Source: an optimization exercise on an open RTL-to-GDS flow (aim: small area). Production flows keep margins and buffers that such runs may drop. The RTL was checked by simulation tests, not by an equivalence proof against the original design. In every run shown here, the design's own scripts or RTL, not TritonCTS, make the clock network. No driver is modelled on the clock port, so clock power and skew are understated where the tree is cut down; a real chip needs a root buffer or a tree. No activity file was given, so power comes from the tool's default toggle rates.

**design/flow/flow/run.sh**
```bash
#!/bin/bash
# Standard ORFS layout with three changes:
#  - synthesis maps the logic with an area-oriented ABC script with mfs3 area recovery (flow/abc_area.script)
#    instead of ORFS's speed script; everything else in synthesis is the standard flow's own script;
#  - the port buffers use the smallest buffer cell;
#  - the clock tree is 4 buffers, one per group of registers, each sized up from buf_4
#    until its estimated slew is low enough (flow/cts_pre.tcl).
# Each tool's output goes to a log of its own in this folder (make_finish.log holds the
# make run; ORFS keeps per-step logs under orfs/logs/).
set -euo pipefail
WD=$(pwd)
cat > "$WD/synth_area.tcl" <<TCL
puts "synth_area.tcl: mapping with $WD/flow/abc_area.script"
proc abc {args} {
  set i [lsearch -exact \$args -script]
  if {\$i >= 0} { set args [lreplace \$args \$i [expr {\$i + 1}] -script $WD/flow/abc_area.script] }
  yosys abc {*}\$args
}
source $WD/synth_recipe.tcl
TCL
export CLK_BUF_CELL=sky130_fd_sc_hd__buf_4
export CLK_BUF_GROUPS=4
export CLK_SLEW_EST_NS=0.125
bash standard.sh \
  "SYNTH_SCRIPT=$WD/synth_area.tcl" \
  "BUFFER_PORTS_ARGS=-buffer_cell sky130_fd_sc_hd__buf_1" \
  "PRE_CTS_TCL=$WD/flow/cts_pre.tcl" \
  finish > make_finish.log 2>&1
```
**design/flow/flow/abc_area.script**
```
&get -n
&st
&dch
&nf -a -R 1000
&put
mfs3 -a
topo
```
**design/flow/flow/cts_pre.tcl**
```tcl
# Clock tree: the registers' clock pins are split into CLK_BUF_GROUPS groups of equal size by
# position (k-means), and each group gets one clock buffer at its centre, driven by the clock port.
# This replaces TritonCTS, which builds a root and four leaf buffers for this small design.
set cts_block [ord::get_db_block]
set cts_dbu [$cts_block getDbUnitsPerMicron]
set cts_net [$cts_block findNet clk]
set cts_k $::env(CLK_BUF_GROUPS)
set pins {}
foreach it [$cts_net getITerms] {
  set inst [$it getInst]
  set box [$inst getBBox]
  lappend pins [list "[$inst getName]/[[$it getMTerm] getName]" \
    [expr { ([$box xMin] + [$box xMax]) / 2.0 / $cts_dbu }] \
    [expr { ([$box yMin] + [$box yMax]) / 2.0 / $cts_dbu }]]
}
set pins [lsort -real -index 1 $pins]
set n [llength $pins]
# start from k slices along x
set cents {}
for { set c 0 } { $c < $cts_k } { incr c } {
  set p [lindex $pins [expr { int(($c + 0.5) * $n / $cts_k) }]]
  lappend cents [list [lindex $p 1] [lindex $p 2]]
}
# k-means with equal group sizes: each round assigns the closest pin-centre pairs first, with
# at most ceil(n / k) pins per group, then moves each centre to the mean of its group.
set cap [expr { ($n + $cts_k - 1) / $cts_k }]
for { set iter 0 } { $iter < 30 } { incr iter } {
  set pairs {}
  for { set i 0 } { $i < $n } { incr i } {
    set p [lindex $pins $i]
    for { set c 0 } { $c < $cts_k } { incr c } {
      set dx [expr { [lindex $p 1] - [lindex $cents $c 0] }]
      set dy [expr { [lindex $p 2] - [lindex $cents $c 1] }]
      lappend pairs [list [expr { $dx * $dx + $dy * $dy }] $i $c]
    }
  }
  set pairs [lsort -real -index 0 $pairs]
  set taken [lrepeat $n 0]
  set sizes [lrepeat $cts_k 0]
  set groups [lrepeat $cts_k {}]
  foreach pr $pairs {
    lassign $pr d i c
    if { [lindex $taken $i] || [lindex $sizes $c] >= $cap } { continue }
    lset taken $i 1
    lset sizes $c [expr { [lindex $sizes $c] + 1 }]
    lset groups $c [concat [lindex $groups $c] [list [lindex $pins $i]]]
  }
  set cents {}
  foreach g $groups {
    set sx 0.0; set sy 0.0
    foreach p $g { set sx [expr { $sx + [lindex $p 1] }]; set sy [expr { $sy + [lindex $p 2] }] }
    set m [expr { max(1, [llength $g]) }]
    lappend cents [list [expr { $sx / $m }] [expr { $sy / $m }]]
  }
}
set c 0
foreach g $groups cent $cents {
  if { [llength $g] == 0 } { continue }
  set loads {}
  foreach p $g { lappend loads [get_pins [lindex $p 0]] }
  puts "cts_pre: group $c, [llength $g] clock pins, $::env(CLK_BUF_CELL) at $cent"
  insert_buffer -buffer_cell $::env(CLK_BUF_CELL) -net clk -load_pins $loads -location $cent \
    -buffer_name clkbuf_leaf_$c -net_name clk_leaf_$c
  incr c
}
# Size each clock buffer up until the placement estimate of the slew at its registers' clock
# pins is at most CLK_SLEW_EST_NS (the estimate reads about 15 ps above the signed-off slew).
set_propagated_clock [all_clocks]
set cts_sizes {sky130_fd_sc_hd__buf_4 sky130_fd_sc_hd__buf_6 sky130_fd_sc_hd__clkbuf_8 sky130_fd_sc_hd__clkbuf_16}
proc cts_worst_slew { inst } {
  set w 0.0
  set net [get_nets -of_objects [get_pins [get_full_name $inst]/X]]
  foreach p [get_pins -of_objects $net -filter "direction == input"] {
    set s [get_property $p slew_max]
    if { $s > $w } { set w $s }
  }
  return $w
}
estimate_parasitics -placement
foreach inst [get_cells clkbuf_leaf_*] {
  set i [lsearch -exact $cts_sizes [get_property $inst ref_name]]
  while { [set w [cts_worst_slew $inst]] > $::env(CLK_SLEW_EST_NS) && $i >= 0 && $i < [llength $cts_sizes] - 1 } {
    incr i
    puts "cts_pre: [get_full_name $inst] estimated slew $w ns, now [lindex $cts_sizes $i]"
    replace_cell $inst [lindex $cts_sizes $i]
    estimate_parasitics -placement
  }
  puts "cts_pre: [get_full_name $inst] [get_property $inst ref_name], estimated slew [cts_worst_slew $inst] ns"
}
rename clock_tree_synthesis tritoncts_clock_tree_synthesis
proc clock_tree_synthesis { args } {
  puts "clock_tree_synthesis replaced by the clock buffers above"
  set_propagated_clock [all_clocks]
}
```
**design/flow/standard.sh**
```bash
#!/bin/bash
# synth_recipe.tcl (not shown) runs the flow's synth.tcl, then flattens the netlist and writes it again
# the make line also repeats each setting of config.mk as NAME=value (left out here)
make -C /OpenROAD-flow-scripts/flow DESIGN_CONFIG=/design/flow/config.mk WORK_HOME=/design/flow/orfs CLKGATE_MAP_FILE= SYNTH_SCRIPT=/design/flow/synth_recipe.tcl "${@:-finish}"
```
**design/flow/config.mk**
```make
export PLATFORM = sky130hd
export DESIGN_NAME = axi_stream_router
export DESIGN_NICKNAME = axi_stream_router
export VERILOG_FILES = /design/flow/design.v
export SDC_FILE = /design/flow/constraint.sdc
export NUM_CORES = 4
export LEC_CHECK = 0
export CAP_MARGIN = 20
export CORE_AREA = 3 3 77 77
export DIE_AREA = 0 0 80 80
export PLACE_DENSITY = 0.9
export SLEW_MARGIN = 20
```
**design/flow/constraint.sdc**
```tcl
create_clock -name core_clock -period 4.0 [get_ports {clk}]
set_input_delay 0.8000 -clock core_clock [delete_from_list [all_inputs] [get_ports {clk}]]
set_output_delay 0.8000 -clock core_clock [all_outputs]
set_load 0.01 [all_outputs]
```
**design/flow/design.v**
```verilog
typedef struct packed {
    logic [7:0] port0_count;
    logic [7:0] port1_count;
    logic [7:0] port2_count;
} config_t;
module axi_stream_router (
    input  logic         clk,
    input  logic         rst,
    input  logic         s_tvalid,
    input  logic [21:0]  s_tdata,
    output logic         s_tready,
    input  logic         config_tvalid,
    input  logic [23:0]  config_tdata,
    output logic         config_tready,
    output logic         m0_tvalid,
    output logic [21:0]  m0_tdata,
    input  logic         m0_tready,
    output logic         m1_tvalid,
    output logic [21:0]  m1_tdata,
    input  logic         m1_tready,
    output logic         m2_tvalid,
    output logic [21:0]  m2_tdata,
    input  logic         m2_tready
);
    logic [2:0]  ph;
    logic [21:0] data;
    logic [7:0]  rem;
    logic [7:0]  cnt1, cnt2;
    assign s_tready      = ph[1];
    assign config_tready = ph[0] & ~ph[1];
    wire cap0 = ph[1] & ~ph[2] & s_tvalid & m0_tready;
    wire cap1 = ph[2] &  ph[0] & s_tvalid & m1_tready;
    wire cap2 = ph[1] & ~ph[0] & s_tvalid & m2_tready;
    wire cap  = cap0 | cap1 | cap2;
    wire zero = (rem == 8'd0);
    wire fin0 = zero & m0_tvalid & m0_tready & ~ph[2];
    wire fin1 = zero & m1_tvalid & m1_tready &  ph[0];
    wire fin2 = zero & m2_tvalid & m2_tready &  ph[1];
    wire fin  = fin0 | fin1 | fin2;
    always_ff @(posedge clk or posedge rst) begin
        if (rst) begin
            ph        <= 3'b000;
            m0_tvalid <= 1'b0;
            m1_tvalid <= 1'b0;
            m2_tvalid <= 1'b0;
        end else begin
            ph[0]     <= ph[0] ? ~fin1 : ~ph[2];
            ph[1]     <= ph[1] ? ~fin2 : (ph[0] & config_tvalid);
            ph[2]     <= ph[2] ? ph[1] : fin0;
            m0_tvalid <= cap0;
            m1_tvalid <= cap1;
            m2_tvalid <= cap2;
        end
    end
    wire fcfg = ph[0] & ~ph[1] & config_tvalid;
    wire capc = cap & ~fin;
    logic [7:0] t;
    always_comb begin
        t[0] = capc;
        for (int i = 1; i < 8; i++) t[i] = t[i-1] & ~rem[i-1];
    end
    wire [7:0] tog = t | ({8{fcfg}} & config_tdata[23:16]) |
                     ({8{fin0}} & cnt1) | ({8{fin1}} & cnt2);
    always_ff @(posedge clk) begin
        data <= s_tdata;
        rem  <= (~ph[2] & ~ph[0]) ? 8'd0 : rem ^ tog;
        if (!ph[1]) begin
            cnt1 <= config_tdata[15:8];
            cnt2 <= config_tdata[7:0];
        end
    end
    assign m0_tdata = data;
    assign m1_tdata = data;
    assign m2_tdata = data;
endmodule
```
==> results of run 1 <==
cell usage in the layout (no fill, tap or decap):
| cell | count |
|---|---|
| nor4_1 | 2 |
| nand2_1 | 4 |
| or2_0 | 1 |
| a222oi_1 | 8 |
| buf_6 | 2 |
| dfxtp_1 | 30 |
| dfrtp_1 | 6 |
| and2_0 | 1 |
| a21oi_1 | 9 |
| or3_1 | 1 |
| buf_1 | 123 |
| o31ai_1 | 1 |
| and4_1 | 2 |
| nor2_1 | 3 |
| nand3_1 | 2 |
| and3_1 | 3 |
| clkinv_1 | 3 |
| o22ai_1 | 8 |
| o31a_1 | 1 |
| edfxtp_1 | 16 |
| buf_4 | 2 |
| a21o_1 | 2 |
| nor2b_1 | 1 |
| o21ai_0 | 4 |
| nand2b_1 | 1 |
area by class of cell, without the clock buffers:
| class | count | area (um2) |
|---|---|---|
| flip-flops and latches | 52 | 1230 |
| repair buffers | 123 | 462 |
| inverters | 3 | 11.3 |
| fillers | 530 | 3030 |
| multi-input cells | 54 | 343 |
| well taps | 70 | 87.6 |
critical path: cells and delay by family:
kind                   cells  cell delay (ns)
AOI/OAI and AO/OA          5             0.70
buffers and inverters      1             0.07
and+or+nand+nor            5             1.12
registers in the layout, summed over array words and instances, names as in the netlist:
register and count:
ph 3, rem 8, data 22, m1_tvalid 1, cnt1 8, cnt2 8
m0_tvalid 1, m2_tvalid 1
per-layer routing:
metal | track usage [%] | up-vias | part of all wire (%) | wire (um)
met5 | 0 | - | 0 | 0
met4 | 2.03 | 0 | 1.1 | 45
met3 | 5.19 | 5 | 15 | 606
met2 | 19.4 | 82 | 50 | 2050
met1 | 13.3 | 651 | 34 | 1400
li1 | - | 682 | - | -
final timing paths:
path,start,end,slack (ns),cells after the start
setup / recovery,m0_tready,rem[7]$_SDFF_PP0_,1.41,11
hold / removal,rst,ph[0]$_DFF_PP0_,0.48,2
setup reg to reg,rem[1]$_SDFF_PP0_,rem[7]$_SDFF_PP0_,1.48,11
hold reg to reg,rem[7]$_SDFF_PP0_,rem[7]$_SDFF_PP0_,0.49,1
max in group asynchronous,rst,ph[1]$_DFF_PP0_,3.34,2
min in group core_clock,rem[7]$_SDFF_PP0_,rem[7]$_SDFF_PP0_,0.49,1
through the flow:
stage / worst slack, ns / utilization, % / cells / hold WS (ns)
6_report: 1.41 / 41.7 / 306 / 0.482
5_1_grt: 1.24 / 41.7 / 306 / 0.488
4_1_cts: 1.42 / 41.7 / 306 / 0.486
3_5_place_dp: 1.25 / 41.0 / 302 / 0.463
3_3_place_gp: 1.37 / 41.0 / 302 / 0.445
2_1_floorplan: 1.58 / - / 153 / 0.433
power by group:
part | switching, W | total [W] | leakage (nW) | internal (W)
Combinational | 0.0000726 | 0.000131 | 0.281 | 0.0000585
Sequential | 0.0000514 | 0.000662 | 0.473 | 0.000610
Clock | 0.000132 | 0.000199 | 0.0217 | 0.0000667
Total | 0.000256 | 0.000992 | 0.776 | 0.000736
cell families after synthesis:
group | synth area share (%)
compound gates | 11.8
simple gates | 6.08
flops | 64.3
buf+inv | 17.8
==> out/qor.yml, run 1 <==
run_status:
  status: "finished clean"
grt:
  grt_max_degree: 19
  grt_pass1_vias: 1345
  grt_antenna_before_repair: 0
  grt.overflow.total: 0
  grt_pass1_wl_mm: 5.93
  grt_usage_pct: 11.4
pwr:
  p_per_area_nw_per_um2: 457
  cellLeakagePower_nw: 0.776
  ir_drop_uv: 187
  power_w: 0.000992
synthesis:
  synth_top_cells_by_count: "44 x buf_4, 30 x dfxtp_1, 16 x edfxtp_1"
  synth_enable_flop_cells: 16
  ys_types: 23
  async_reset_ff_share_pct: 11.5
  synth.most_common_cell: "buf_4"
  synth_ff_type: "dfxtp_1"
  syn_nets: 206
  synthCells: 153
  yosysTopAreaCell: "dfxtp_1"
  synth_area_leaders: "dfxtp_1 31%, edfxtp_1 25%, buf_4 17%"
  seq_area_frac_synth_pct: 64.3
  ys_warn_count: 1
  synth_top_area_share_pct: 31.4
  syn_area_um2: 1920
  synth-seq-cells: 52
  avgSynthCellArea_um2: 12.5
placed_design:
  gp_congestion: 0.729
  placed_area_um2: 2130
  io_buffers: 123
  dp_hpwl_mm: 3.17
worst_setup_path:
  endpoint_kind: "register"
  worst_path_most_repeated_cell: "o21ai_0"
  required_ns: 4.10
  slowest_stage: "or3_1"
  cpPeakStageDelay_ns: 0.34
  crit_chain: "buf_1 -> nor2b_1 -> and3_1 -> nor2_1 -> o31a_1 -> o21ai_0 -> nand2b_1 -> or3_1 -> o21ai_0 -> o22ai_1 -> a21oi_1"
  critPathMaxFanout: 10
  cp.arrival_ns: 2.68
  path_class: "input port to register"
  critPathLaunchType: "input port"
job:
  maxCapViolCount: 0
final_layout:
  fin_area_um2: 2170
  antennaDiodeCount: 0
  drive_above_1_share_pct: 1.69
  area.growth.synth_to_final_pct: 13.4
  fin_nets: 291
clock_tree:
  ctsHoldBuffers: 0
  postCtsResizedCells: 0
  clk_latency_ns: 0.15
  post_cts.repair.setup_buffers: 0
  clk_pin_slew_ns: 0.12
detailed_routing:
  wl_per_cell_um: 13.4
  via_per_inst: 4.64
  route.vias.total: 1420
  drc: 0
  dr.pass1.iters: 6
  first_iter_violations: 96
  ant_nets: 0
  routed_wl_mm: 4.11
die:
  rows: 26
  die_area_um2: 6400
  io_pins: 124
  die_h_um: 80
  start_util_pct: 36.8
  fp.coreArea_um2: 5200
  die_x_um: 80
timing:
  finalHoldViolCount: 0
  setup_violations: 0
  fin_crit_ns: 2.59
  tns_ns: 0
  worst_pin_slew_ns: 0.583
  rsz0062_at_grt: "false"
  maxSlewHeadroom_pct: 60.9
  finClkSkew_ns: 0.0304
  max_freq_mhz: 386
  drv_slew: 0
  fin_crit_sh_pct: 64.7
min_path:
  worstHoldPathType: "input port to asynchronous set/reset pin"
==> inputs of run 2 (changes only) <==
--- a/design/flow/flow/run.sh
+++ b/design/flow/flow/run.sh
@@ -3,7 +3,7 @@
 #  - synthesis maps the logic with an area-oriented ABC script with mfs3 area recovery (flow/abc_area.script)
 #    instead of ORFS's speed script; everything else in synthesis is the standard flow's own script;
 #  - the port buffers use the smallest buffer cell;
-#  - the clock tree is 4 buffers, one per group of registers, each sized up from buf_4
+#  - the clock tree is 3 buffers, one per group of registers, each sized up from buf_6
 #    until its estimated slew is low enough (flow/cts_pre.tcl).
 # Each tool's output goes to a log of its own in this folder (make_finish.log holds the
 # make run; ORFS keeps per-step logs under orfs/logs/).
@@ -18,9 +18,9 @@
 }
 source $WD/synth_recipe.tcl
 TCL
-export CLK_BUF_CELL=sky130_fd_sc_hd__buf_4
-export CLK_BUF_GROUPS=4
-export CLK_SLEW_EST_NS=0.125
+export CLK_BUF_CELL=sky130_fd_sc_hd__buf_6
+export CLK_BUF_GROUPS=3
+export CLK_SLEW_EST_NS=0.118
 bash standard.sh \
   "SYNTH_SCRIPT=$WD/synth_area.tcl" \
   "BUFFER_PORTS_ARGS=-buffer_cell sky130_fd_sc_hd__buf_1" \
==> run 2 against run 1 <==
Against the previous run: register-to-register slack improved by 0.02 ns; clock power down 5%; design area barely moved; critical endpoint unchanged; clock skew fell by 0.0042 ns; wire length fell by 3.1%; core utilization hardly changed; worst setup slack worse by 0.011 ns; via count decreased by 0.63%; area after synthesis unchanged.
==> out/qor.yml, run 2 <==
synthesis:
  syn_nets: 206  # unchanged
  seq_area_frac_synth_pct: 64.3  # unchanged
  synth_enable_flop_cells: 16  # unchanged
  synth_area_leaders: "dfxtp_1 31%, edfxtp_1 25%, buf_4 17%"
  ys_warn_count: 1  # unchanged
  synthCells: 153  # unchanged
  ys_types: 23  # unchanged
  async_reset_ff_share_pct: 11.5  # unchanged
  syn_area_um2: 1920  # unchanged
  avgSynthCellArea_um2: 12.5  # unchanged
  yosysTopAreaCell: "dfxtp_1"
  synth_top_cells_by_count: "44 x buf_4, 30 x dfxtp_1, 16 x edfxtp_1"
  synth_ff_type: "dfxtp_1"
  synth_top_area_share_pct: 31.4  # unchanged
  synth.most_common_cell: "buf_4"
  synth-seq-cells: 52  # unchanged
placed_design:
  gp_congestion: 0.729  # unchanged
  io_buffers: 123  # unchanged
  pre_cts_ws_ns: 1.25  # unchanged
  place_inst: 302  # unchanged
  dp_hpwl_mm: 3.17  # unchanged
grt:
  grt.overflow.total: 0  # unchanged
  grt_pass1_vias: 1330  # -1.1%
  grt_pass1_wl_mm: 5.79  # -2.4%
  grt_antenna_before_repair: 0  # unchanged
  grt_max_degree: 19  # unchanged
  grt_usage_pct: 11.0  # -0.43 points
timing:
  max_freq_mhz: 385  # -0.41%
  finClkSkew_ns: 0.0261  # -0.00425 ns
  drv_slew: 0  # unchanged
  setup_violations: 0  # unchanged
  worst_pin_slew_ns: 0.576  # -0.00710 ns
  maxSlewHeadroom_pct: 61.4  # +0.48 points
  fin_ws_ns: 1.40  # -0.0106 ns
  fin_crit_ns: 2.60  # +0.0106 ns
  worst_hold_slack_ns: 0.489  # +0.00773 ns
  tns_ns: 0  # unchanged
  rsz0062_at_grt: "false"
  finalHoldViolCount: 0  # unchanged
  fin_crit_sh_pct: 65.0  # +0.26 points
job:
  maxCapViolCount: 0  # unchanged
min_path:
  worstHoldPathType: "register to register"
  hold_path_depth: 1
final_layout:
  regMostFlops: "data"
  drive_above_1_share_pct: 1.28  # -0.42 points
  multiInputGateArea_um2: 343  # unchanged
  fin_nets: 290  # -0.34%
  area.growth.synth_to_final_pct: 13.3  # about the same
  final_util_pct: 41.7  # about the same
  seq_area_um2: 1230  # unchanged
  instances_no_fill: 305  # -0.33%
  final_common_cell: "buf_1"
  fill_cells: 528  # -0.38%
  antennaDiodeCount: 0  # unchanged
  final_cell_mix: "123 x buf_1, 30 x dfxtp_1, 16 x edfxtp_1"
  largest_register_ffs: 22  # unchanged
die:
  die_x_um: 80  # unchanged
  die_h_um: 80  # unchanged
  die_area_um2: 6400  # unchanged
  io_pins: 124  # unchanged
  rows: 26  # unchanged
  start_util_pct: 36.8  # unchanged
  fp.coreArea_um2: 5200  # unchanged
pwr:
  p_int_w: 0.000733  # -0.42%
  power_switching_w: 0.000248  # -3.2%
  ir_drop_uv: 179  # -4.1%
  swShare_pct: 25.3  # -0.55 points
  cellLeakagePower_nw: 0.773  # -0.31%
  p_per_area_nw_per_um2: 452  # -1.1%
  power_frac_comb_pct: 13.3  # about the same
  clkPwrFrac_pct: 19.2  # -0.8 points
  seq_power_share_pct: 67.4  # +0.7 points
worst_setup_path:
  path_class: "input port to register"
  cp.arrival_ns: 2.68  # about the same
  endpoint_kind: "register"
  rr_worst_depth: 11  # unchanged
  critPathMaxFanout: 10  # unchanged
  required_ns: 4.08  # -0.02 ns
  critPathLaunchType: "input port"
detailed_routing:
  via_per_inst: 4.63  # -0.31%
  ant_nets: 0  # unchanged
  wl_per_cell_um: 13.0  # -2.8%
  routed_wl_mm: 3.98  # -3.1%
  dr.pass1.iters: 6  # unchanged
  route.vias.total: 1411  # -0.63%
  first_iter_violations: 78  # -19%
  drc: 0  # unchanged
clock_tree:
  post_cts.repair.setup_buffers: 0  # unchanged
  clk_pin_slew_ns: 0.11  # about the same
  clk_latency_ns: 0.16  # about the same
  ctsHoldBuffers: 0  # unchanged
  postCtsResizedCells: 0  # unchanged
run_status:
  status: "finished clean"
-- run 2: final timing paths --
kind                                   start                   to  slack, ns
setup / recovery                   m0_tready    rem[7]$_SDFF_PP0_       1.40
hold / removal             rem[3]$_SDFF_PP0_    rem[3]$_SDFF_PP0_       0.49
setup reg to reg           rem[1]$_SDFF_PP0_    rem[7]$_SDFF_PP0_       1.50
hold reg to reg            rem[3]$_SDFF_PP0_    rem[3]$_SDFF_PP0_       0.49
max in group asynchronous                rst      ph[2]$_DFF_PP0_       3.36
min in group asynchronous                rst  m2_tvalid$_DFF_PP0_       0.50
-- run 2: cell type report, without the clock buffers --
class | count | area share [%]
Multi-Input combinational cell | 54 | 15.8
Inverter | 3 | 0.519
Timing Repair Buffer | 123 | 21.3
Sequential cell | 52 | 56.7
Tap cell | 70 | 4.03
-- run 2: logic make-up (layout without fill, tap and decap cells) --
group	Yosys count	after routing	synth area share [%]
flops	52	52	64.3
simple gates	21	21	6.08
compound gates	33	33	11.8
buf+inv	47	129	17.8
-- run 2: power by group through the flow --
stage                     logic [W]  registers [W]  clock network [W]
after floorplan            0.000102       0.000668                  0
after global placement     0.000127       0.000668                  0
after detailed placement   0.000133       0.000672                  0
after CTS                  0.000133       0.000661           0.000199
after global routing       0.000146       0.000671           0.000219
final                      0.000131       0.000661           0.000189
-- run 2: through the flow --
stage	instance area (um2)	power, W
final	2170	0.000980
after CTS	2170	0.000993
after global placement	2130	0.000794
after detailed placement	2130	0.000805
after floorplan	1920	0.000770
after global routing	2170	0.00104
-- run 2: worst max-delay path, stage by stage --
cell and delay (ns):
buf_1 0.07, nor2b_1 0.13, and3_1 0.30, nor2_1 0.13
o31a_1 0.13, o21ai_0 0.11, nand2b_1 0.22, or3_1 0.34
o21ai_0 0.23, o22ai_1 0.11, a21oi_1 0.12
-- run 2: per-layer routing --
metal | global-route usage (%) | routed length, um | vias up
met5 | 0 | 0 | -
met4 | 1.69 | 46 | 0
met3 | 4.85 | 565 | 3
met2 | 19.5 | 1980 | 76
met1 | 12.3 | 1380 | 651
li1 | - | - | 681

re-timing with driven ports:
The flow's constraints put no driver on any port. The routed layouts listed below were extracted and timed again, unchanged, in two steps. Step 1, drivers: a clkbuf_16 drives clk and a buf_2 each remaining input, both assumed. Step 2 moves the port delays by t, midway between the first and last clock arrival at a register: inputs arrive t later, outputs are due t later. That takes back most of the time a late clock gives input paths. a / b / c = ideal / step 1 / step 2; a / b = the first two.
run | shift t [ns] | setup WS [ns] | worst setup path after step 2 | worst slew at a driven data input, ns
run 1 | 0.189 | 1.412 / 1.439 / 1.250 | input to register | 0.05
run 2 | 0.192 | 1.401 / 1.425 / 1.233 | input to register | 0.05
After both steps setup and hold are still met in every run listed. For run 2, which loses most, drivers alone change the setup slack by +0.024 ns; drivers and shift together by -0.168 ns.
